Source: an optimization exercise on an open RTL-to-GDS flow (aim: small area, a short achievable clock period and few clock cycles per item). Production flows keep margins and buffers that such runs may drop.
Where RTL was checked, it was by simulation tests only, not by an equivalence proof against the original.

## v6
## bitcoin_hash
module bitcoin_hash(input logic        clk, reset_n, start,
                    input logic [15:0] message_addr, output_addr,
                   output logic        done, mem_we,
                   output logic [15:0] mem_addr,
                   output logic [31:0] mem_write_data,
                    input logic [31:0] mem_read_data);
function automatic [31:0] rotr(input [31:0] x, input integer r);
    rotr = (x >> r) | (x << (32 - r));
endfunction
localparam logic [2047:0] KTAB = {
    32'hc67178f2, 32'hbef9a3f7, 32'ha4506ceb, 32'h90befffa,
    32'h8cc70208, 32'h84c87814, 32'h78a5636f, 32'h748f82ee,
    32'h682e6ff3, 32'h5b9cca4f, 32'h4ed8aa4a, 32'h391c0cb3,
    32'h34b0bcb5, 32'h2748774c, 32'h1e376c08, 32'h19a4c116,
    32'h106aa070, 32'hf40e3585, 32'hd6990624, 32'hd192e819,
    32'hc76c51a3, 32'hc24b8b70, 32'ha81a664b, 32'ha2bfe8a1,
    32'h92722c85, 32'h81c2c92e, 32'h766a0abb, 32'h650a7354,
    32'h53380d13, 32'h4d2c6dfc, 32'h2e1b2138, 32'h27b70a85,
    32'h14292967, 32'h06ca6351, 32'hd5a79147, 32'hc6e00bf3,
    32'hbf597fc7, 32'hb00327c8, 32'ha831c66d, 32'h983e5152,
    32'h76f988da, 32'h5cb0a9dc, 32'h4a7484aa, 32'h2de92c6f,
    32'h240ca1cc, 32'h0fc19dc6, 32'hefbe4786, 32'he49b69c1,
    32'hc19bf174, 32'h9bdc06a7, 32'h80deb1fe, 32'h72be5d74,
    32'h550c7dc3, 32'h243185be, 32'h12835b01, 32'hd807aa98,
    32'hab1c5ed5, 32'h923f82a4, 32'h59f111f1, 32'h3956c25b,
    32'he9b5dba5, 32'hb5c0fbcf, 32'h71374491, 32'h428a2f98};
localparam logic [31:0] IV0 = 32'h6a09e667, IV1 = 32'hbb67ae85, IV2 = 32'h3c6ef372, IV3 = 32'ha54ff53a,
                        IV4 = 32'h510e527f, IV5 = 32'h9b05688c, IV6 = 32'h1f83d9ab, IV7 = 32'h5be0cd19;
function automatic [63:0] csa(input [31:0] x, input [31:0] y, input [31:0] z);
    csa = {x ^ y ^ z, ((x & y) | (x & z) | (y & z)) << 1};
endfunction
function automatic [31:0] add_bk(input [31:0] x, input [31:0] y);
    logic [31:0] gg, pp;
  ...
==> flow/config.mk <==
export PLATFORM = sky130hd
export DESIGN_NAME = bitcoin_hash
export DESIGN_NICKNAME = bitcoin_hash
export VERILOG_FILES = /design/flow/design.v
export SDC_FILE = /design/flow/constraint.sdc
export NUM_CORES = 8
export LEC_CHECK = 0
export ABC_AREA = 1
export CAP_MARGIN = 20
export CORE_MARGIN = 2
export CORE_UTILIZATION = 40
export CTS_CLUSTER_DIAMETER = 100
export CTS_CLUSTER_SIZE = 20
export PLACE_DENSITY = 0.8
export SETUP_SLACK_MARGIN = 5
export SLEW_MARGIN = 20
==> flow/constraint.sdc <==
create_clock -name core_clock -period 10.0 [get_ports {clk}]
set_input_delay 2.0000 -clock core_clock [delete_from_list [all_inputs] [get_ports {clk}]]
set_output_delay 2.0000 -clock core_clock [all_outputs]
set_load 0.01 [all_outputs]
standard.sh (not shown) runs the stock make flow with config.mk's settings and CLKGATE_MAP_FILE= SYNTH_SCRIPT=/design/flow/synth_recipe.tcl, a recipe that flattens the netlist after the stock synthesis.
==> flow/flow/run.sh <==
#!/bin/bash
# Layout with the standard flow (standard.sh), with these changes:
#  - synthesis skips the full-adder extraction (ADDER_MAP_FILE empty), so the
#    carry-save adders of the SHA-256 round map to faster XOR/majority logic;
#    synthesis script, passes, flattening and renaming are otherwise standard;
#  - optionally, ports are buffered with buf_2 cells.
set -euo pipefail
EXTRA="ADDER_MAP_FILE= SETUP_SLACK_MARGIN=6.6 'BUFFER_PORTS_ARGS=-buffer_cell sky130_fd_sc_hd__buf_2'"
sed "s|\"\${@:-finish}\"|$EXTRA \"\${@:-finish}\"|" standard.sh > standard_own.sh
grep -q 'SETUP_SLACK_MARGIN=6.6' standard_own.sh
bash standard_own.sh synth > synth.log 2>&1
bash standard_own.sh finish > layout.log 2>&1
v6 went all the way through synthesis, placement and routing and the layout is clean on timing, DRC and antenna.
Testbench counts of v6, summed over its fixed seeds: cycles 90,360, hashes 640.
What v7 does differently from v6 at the input level:
diff --git a/flow/design.v b/flow/design.v
--- a/flow/design.v
+++ b/flow/design.v
@@ -161,40 +161,33 @@
     pro   <= pro_n;
     tau   <= tau_n;
     nonce <= nonce_n;
     ct    <= ct_n;
 end
 logic [5:0] kidx;       
-logic [31:0] kr;        
 logic [3:0] wnonce;     
 always_ff @(posedge clk) begin
-    kidx   <= ct_n.kz1 ? 6'd0 : kidx + 6'd1;
-    kr     <= ct_n.kfold ? 32'hc67178f2 + IV0 : ct_n.kiv ? 32'h428a2f98 + IV7 : KTAB[32*kidx +: 32];
+    kidx   <= ct.kz1 ? 6'd0 : kidx + 6'd1;
     wnonce <= pro ? 4'd0 : nonce + 4'd1;
 end
 wire [31:0] s1  = rotr(e, 6) ^ rotr(e, 11) ^ rotr(e, 25);
 wire [31:0] ch  = (e & f) ^ (~e & g);
 wire [31:0] s0  = rotr(a, 2) ^ rotr(a, 13) ^ rotr(a, 22);
 wire [31:0] maj = (a & b) ^ (a & c) ^ (b & c);
 wire [31:0] c1s, c1c, c2s, c2c, c3s, c3c, e1s, e1c, e2s, e2c;
-wire [31:0] chm = (e & (f ^ m)) | (~e & (g ^ m));           
-wire [31:0] mj  = (a & (b | c)) | (~a & (b & c));           
-assign c1s = chm ^ mj;
-assign c1c = ((m & (ch | mj)) | (~m & (ch & mj))) << 1;     
+assign {c1s, c1c} = csa(ch, maj, m);         
 assign {c2s, c2c} = csa(s0, s1, c1s);
 assign {c3s, c3c} = csa(c2s, c2c, c1c);
-wire [31:0] fmd = f ^ m ^ d, gmd = g ^ m ^ d;
-wire [31:0] fmc = (f & m) | (f & d) | (m & d), gmc = (g & m) | (g & d) | (m & d);
-assign e1s = (e & fmd) | (~e & gmd);         
-assign e1c = ((e & fmc) | (~e & gmc)) << 1;
+assign {e1s, e1c} = csa(ch, m, d);           
 assign {e2s, e2c} = csa(e1s, e1c, s1);
 wire        rnd   = (ct.asel == SEL_RND);
 wire [31:0] a_cy  = add_bk(c3s, c3c) ^ c3s ^ c3c;
 wire [31:0] e_cy  = add_bk(e2s, e2c) ^ e2s ^ e2c;
+wire [31:0] kk = ct.kfold ? 32'hc67178f2 + IV0 : ct.kiv ? 32'h428a2f98 + IV7 : KTAB[32*kidx +: 32];
 wire [31:0] m1s, m1c;
-assign {m1s, m1c} = csa(w[9], g & {32{~ct.kiv}}, kr);
+assign {m1s, m1c} = csa(w[9], g & {32{~ct.kiv}}, kk);
 wire [31:0] sg0 = rotr(w[1], 7) ^ rotr(w[1], 18) ^ (w[1] >> 3);
 wire [31:0] sg1 = rotr(w[14], 17) ^ rotr(w[14], 19) ^ (w[14] >> 10);
 wire [31:0] n1s, n1c, n2s, n2c;
 assign {n1s, n1c} = csa(sg1, w[9], sg0);
 assign {n2s, n2c} = csa(n1s, n1c, w[0]);
 wire [31:0] w_next = add_bk(n2s, n2c);
--- outcome ---
- [v7] flip-flop and latch count fell 30 relative to v6
- On count of boundary I/O pins, v6 and v7 are neck and neck.
- Share of synthesized area occupied by flip-flops and latches: v7 vs v6 down 0.58 points
- The flow did not stop early for v7: all stages ran, and the layout cleared the timing, design-rule and antenna checks.
- v7 has post-synthesis compound-gate area fraction below what v6 had.
- [compare] base=v6 new=v7: required time of the critical path +2.60 ns, clock sink total -30.
- On die outline area, v7 does better than v6.
- For fmax, v6 and v7 come out practically identical.
- [compare] base=v6 new=v7: area growth from synthesis to layout rose by 4.5 points; setup slack after placement fell by 0.016 ns; net total in the final layout rose by 209.
Testbench counts of v7, summed over its fixed seeds: cycles 90,360, hashes 640.

========
trial 13:
Another version of the RTL of bitcoin_hash (not shown whole).
Size in the first run: about 1,100 flip-flops, roughly 120 I/O pins.
// bitcoin_hash
module bitcoin_hash(input logic        clk, reset_n, start,
                    input logic [15:0] message_addr, output_addr,
                   output logic        done, mem_we,
                   output logic [15:0] mem_addr,
                   output logic [31:0] mem_write_data,
                    input logic [31:0] mem_read_data);
Settings: LEC_CHECK=0, ABC_AREA=1, CAP_MARGIN=20, CORE_MARGIN=2, CORE_UTILIZATION=40, CTS_CLUSTER_DIAMETER=100, CTS_CLUSTER_SIZE=20, PLACE_DENSITY=0.8, SETUP_SLACK_MARGIN=5, SLEW_MARGIN=20; clock period 10.0 ns.
==> flow/flow/run.sh <==
#!/bin/bash
# Layout with the standard flow (standard.sh), with these changes:
#  - synthesis skips the full-adder extraction (ADDER_MAP_FILE empty), so the
#    carry-save adders of the SHA-256 round map to faster XOR/majority logic;
#    synthesis script, passes, flattening and renaming are otherwise standard;
#  - optionally, ports are buffered with buf_2 cells.
set -euo pipefail
EXTRA="ADDER_MAP_FILE= SETUP_SLACK_MARGIN=6.5 'BUFFER_PORTS_ARGS=-buffer_cell sky130_fd_sc_hd__buf_2'"
sed "s|\"\${@:-finish}\"|$EXTRA \"\${@:-finish}\"|" standard.sh > standard_own.sh
grep -q 'SETUP_SLACK_MARGIN=6.5' standard_own.sh
bash standard_own.sh synth > synth.log 2>&1
bash standard_own.sh finish > layout.log 2>&1
Testbench counts of trial 13, summed over its fixed seeds: cycles 90,320, hashes 640.
Input-level comparison between build 3 and trial 13:
-- flow/design.v --
<<< trial 13, line 29
function automatic [63:0] csa(input [31:0] x, input [31:0] y, input [31:0] z);
    csa = {x ^ y ^ z, ((x & y) | (x & z) | (y & z)) << 1};
endfunction
function automatic [31:0] add_sk(input [31:0] x, input [31:0] y);
    logic [31:0] gg, pp, g2, p2;
    gg = x & y;
    pp = x | y;
    for (int l = 0; l < 5; l++) begin
        g2 = gg; p2 = pp;
        for (int i = 0; i < 32; i++)
            if ((i >> l) & 1) begin
                g2[i] = gg[i] | (pp[i] & gg[((i >> l) << l) - 1]);
                p2[i] = pp[i] & pp[((i >> l) << l) - 1];
            end
        gg = g2; pp = p2;
    end
    add_sk = (x ^ y) ^ {gg[30:0], 1'b0};
endfunction
function automatic [31:0] add_bk(input [31:0] x, input [31:0] y);
>>> build 3, line 29
function automatic [63:0] csa(input [31:0] x, input [31:0] y, input [31:0] z);
    csa = {x ^ y ^ z, ((x & y) | (x & z) | (y & z)) << 1};
endfunction
function automatic [31:0] add_bk(input [31:0] x, input [31:0] y);
<<< trial 13, line 199
assign c1s = chm ^ mj;
assign c1c = ((m & (ch | mj)) | (~m & (ch & mj))) << 1;     
assign {c2s, c2c} = csa(c1s, c1c, s0);
assign {c3s, c3c} = csa(c2s, c2c, s1);
wire [31:0] fmd = f ^ m ^ d, gmd = g ^ m ^ d;
wire [31:0] fmc = (f & m) | (f & d) | (m & d), gmc = (g & m) | (g & d) | (m & d);
>>> build 3, line 184
assign c1s = chm ^ mj;
assign c1c = ((m & (ch | mj)) | (~m & (ch & mj))) << 1;     
assign {c2s, c2c} = csa(s0, s1, c1s);
assign {c3s, c3c} = csa(c2s, c2c, c1c);
wire [31:0] fmd = f ^ m ^ d, gmd = g ^ m ^ d;
wire [31:0] fmc = (f & m) | (f & d) | (m & d), gmc = (g & m) | (g & d) | (m & d);
<<< trial 13, line 207
assign {e2s, e2c} = csa(e1s, e1c, s1);
wire        rnd   = (ct.asel == SEL_RND);
wire [31:0] a_cy  = add_sk(c3s, c3c) ^ c3s ^ c3c;
wire [31:0] e_cy  = add_sk(e2s, e2c) ^ e2s ^ e2c;
wire [31:0] m1s, m1c;
assign {m1s, m1c} = csa(w[9], g & {32{~ct.kiv}}, kr);
>>> build 3, line 192
assign {e2s, e2c} = csa(e1s, e1c, s1);
wire        rnd   = (ct.asel == SEL_RND);
wire [31:0] a_cy  = add_bk(c3s, c3c) ^ c3s ^ c3c;
wire [31:0] e_cy  = add_bk(e2s, e2c) ^ e2s ^ e2c;
wire [31:0] m1s, m1c;
assign {m1s, m1c} = csa(w[9], g & {32{~ct.kiv}}, kr);
--- outcome ---
Per the comparison of build 3 with trial 13, met3 layer wire length in the routed design increased about 4%, multi-input logic cell count decreased about 0.5%, initial detailed-routing violation count increased 679, simple-gate portion of the synthesized area essentially unchanged, non-clock buffer count in the final layout increased about 34%.
Diff build 3..trial 13 | number of antenna cells inserted | unchanged
Trial 13 has a lower average wire length per cell after detail routing than build 3.
No functional check of the RTL was part of build 3.

========
== yarrow ==
Another version of the RTL of bitcoin_hash (not shown whole).
For scale: ~120 I/O pins, ~53000 um2 of cells after synthesis.
clock: 10.0 ns
lec_check: 0
abc_area: 1
cap_margin: 20
core_margin: 2
core_utilization: 50
cts_cluster_diameter: 100
cts_cluster_size: 20
setup_slack_margin: 5
slew_margin: 20
Scripts as last shown in full above: flow/flow/run.sh
Testbench counts of yarrow, summed over its fixed seeds: cycles 90,360, hashes 640.
## Diff of input files: quartz against yarrow
diff --git a/flow/design.v b/flow/design.v
--- a/flow/design.v
+++ b/flow/design.v
@@ -44,13 +44,14 @@
             if (((i + 1) % (2 << l)) == (1 << l) && i >= (2 << l)) begin
                 gg[i] = gg[i] | (pp[i] & gg[i - (1 << l)]);
                 pp[i] = pp[i] & pp[i - (1 << l)];
             end
     add_bk = (x ^ y) ^ {gg[30:0], 1'b0};
 endfunction
-logic [31:0] a, b, c, d, e, f, g, h;
+logic [31:0] a, bn, c, dn, e, fn, g, hn;
+wire  [31:0] b = ~bn, d = ~dn, f = ~fn, h = ~hn;
 logic [31:0] w [0:15];
 logic [31:0] ra [0:3];
 logic [31:0] re [0:3];
 logic [31:0] m;
 logic        busy;       
 logic        pro;        
@@ -221,14 +222,14 @@
     endcase
     a_in = (rnd ? c3s ^ c3c : a_oth) ^ (a_cy & {32{rnd}});
     e_in = (rnd ? e2s ^ e2c : e_oth) ^ (e_cy & {32{rnd}});
 end
 wire ivl = (ct.asel == SEL_IV);
 always_ff @(posedge clk) begin
-    a <= a_in; b <= ivl ? IV1 : a; c <= ivl ? IV2 : b; d <= ivl ? IV3 : c;
-    e <= e_in; f <= ivl ? IV5 : e; g <= ivl ? IV6 : f; h <= ivl ? IV7 : g;
+    a <= a_in; bn <= ~(ivl ? IV1 : a); c <= ivl ? IV2 : b; dn <= ~(ivl ? IV3 : c);
+    e <= e_in; fn <= ~(ivl ? IV5 : e); g <= ivl ? IV6 : f; hn <= ~(ivl ? IV7 : g);
     for (int i = 0; i < 15; i++) w[i] <= w[i+1];
     w[11] <= ct.emit_w ? sum_a : w[12];
     w[15] <= w_in;
     ra[0] <= ct.emit_r ? sum_a : ra[3]; ra[1] <= ra[0]; ra[2] <= ra[1]; ra[3] <= ra[2];
     re[0] <= ct.emit_r ? sum_e : re[3]; re[1] <= re[0]; re[2] <= re[1]; re[3] <= re[2];
     m <= add_bk(m1s, m1c);
## What came out
quartz and yarrow ended up with nearly the same portion of the layout cell area used by clock cells. Across both runs, minimum clock period was lower for quartz than for yarrow. Looking at sequential share of layout area, quartz sits 1.1 points lower than yarrow does. Per the comparison of quartz with yarrow, final weighted congestion in routability-driven placement went up by 0.014, number of fill cells in the layout shrank by about 5.7%.
No functional check of the RTL was part of quartz.

## separate check: timing with driven ports
The flow's constraints put no driver on any port. The routed layouts listed below were extracted and timed again, unchanged, in two steps.
Step 1 sets driving cells, clkbuf_16 on the clock port and buf_2 on the other inputs (assumed; they add their load-dependent delay and slew).
Step 2 also shifts input and output timing later by t, the mid clock arrival at the registers, as if the neighbouring blocks saw the same clock.
Slacks: ideal ports / drivers / drivers and shift; pairs: ideal ports / drivers.
| run | shift t [ns] | setup WS [ns] | worst setup path after step 2 | slew at the worst register clock pin (ns) | worst slew at a driven data input, ns |
|---|---|---|---|---|---|
| v6 | 0.745 | 6.620 / 6.550 / 6.626 | register to register | 0.10 / 0.10 | 0.13 |
| v7 | 0.760 | 6.624 / 6.548 / 6.624 | register to register | 0.11 / 0.11 | 0.06 |
| trial 13 | 0.752 | 6.512 / 6.512 / 6.512 | register to register | 0.10 / 0.10 | 0.08 |
| build 3 | 0.770 | 6.363 / 6.363 / 6.363 | register to register | 0.10 / 0.10 | 0.07 |
| yarrow | 0.748 | 6.464 / 6.464 / 6.464 | register to register | 0.09 / 0.09 | 0.06 |
| quartz | 0.756 | 6.521 / 6.463 / 6.521 | register to register | 0.10 / 0.10 | 0.04 |
After both steps every run listed still meets setup and hold.
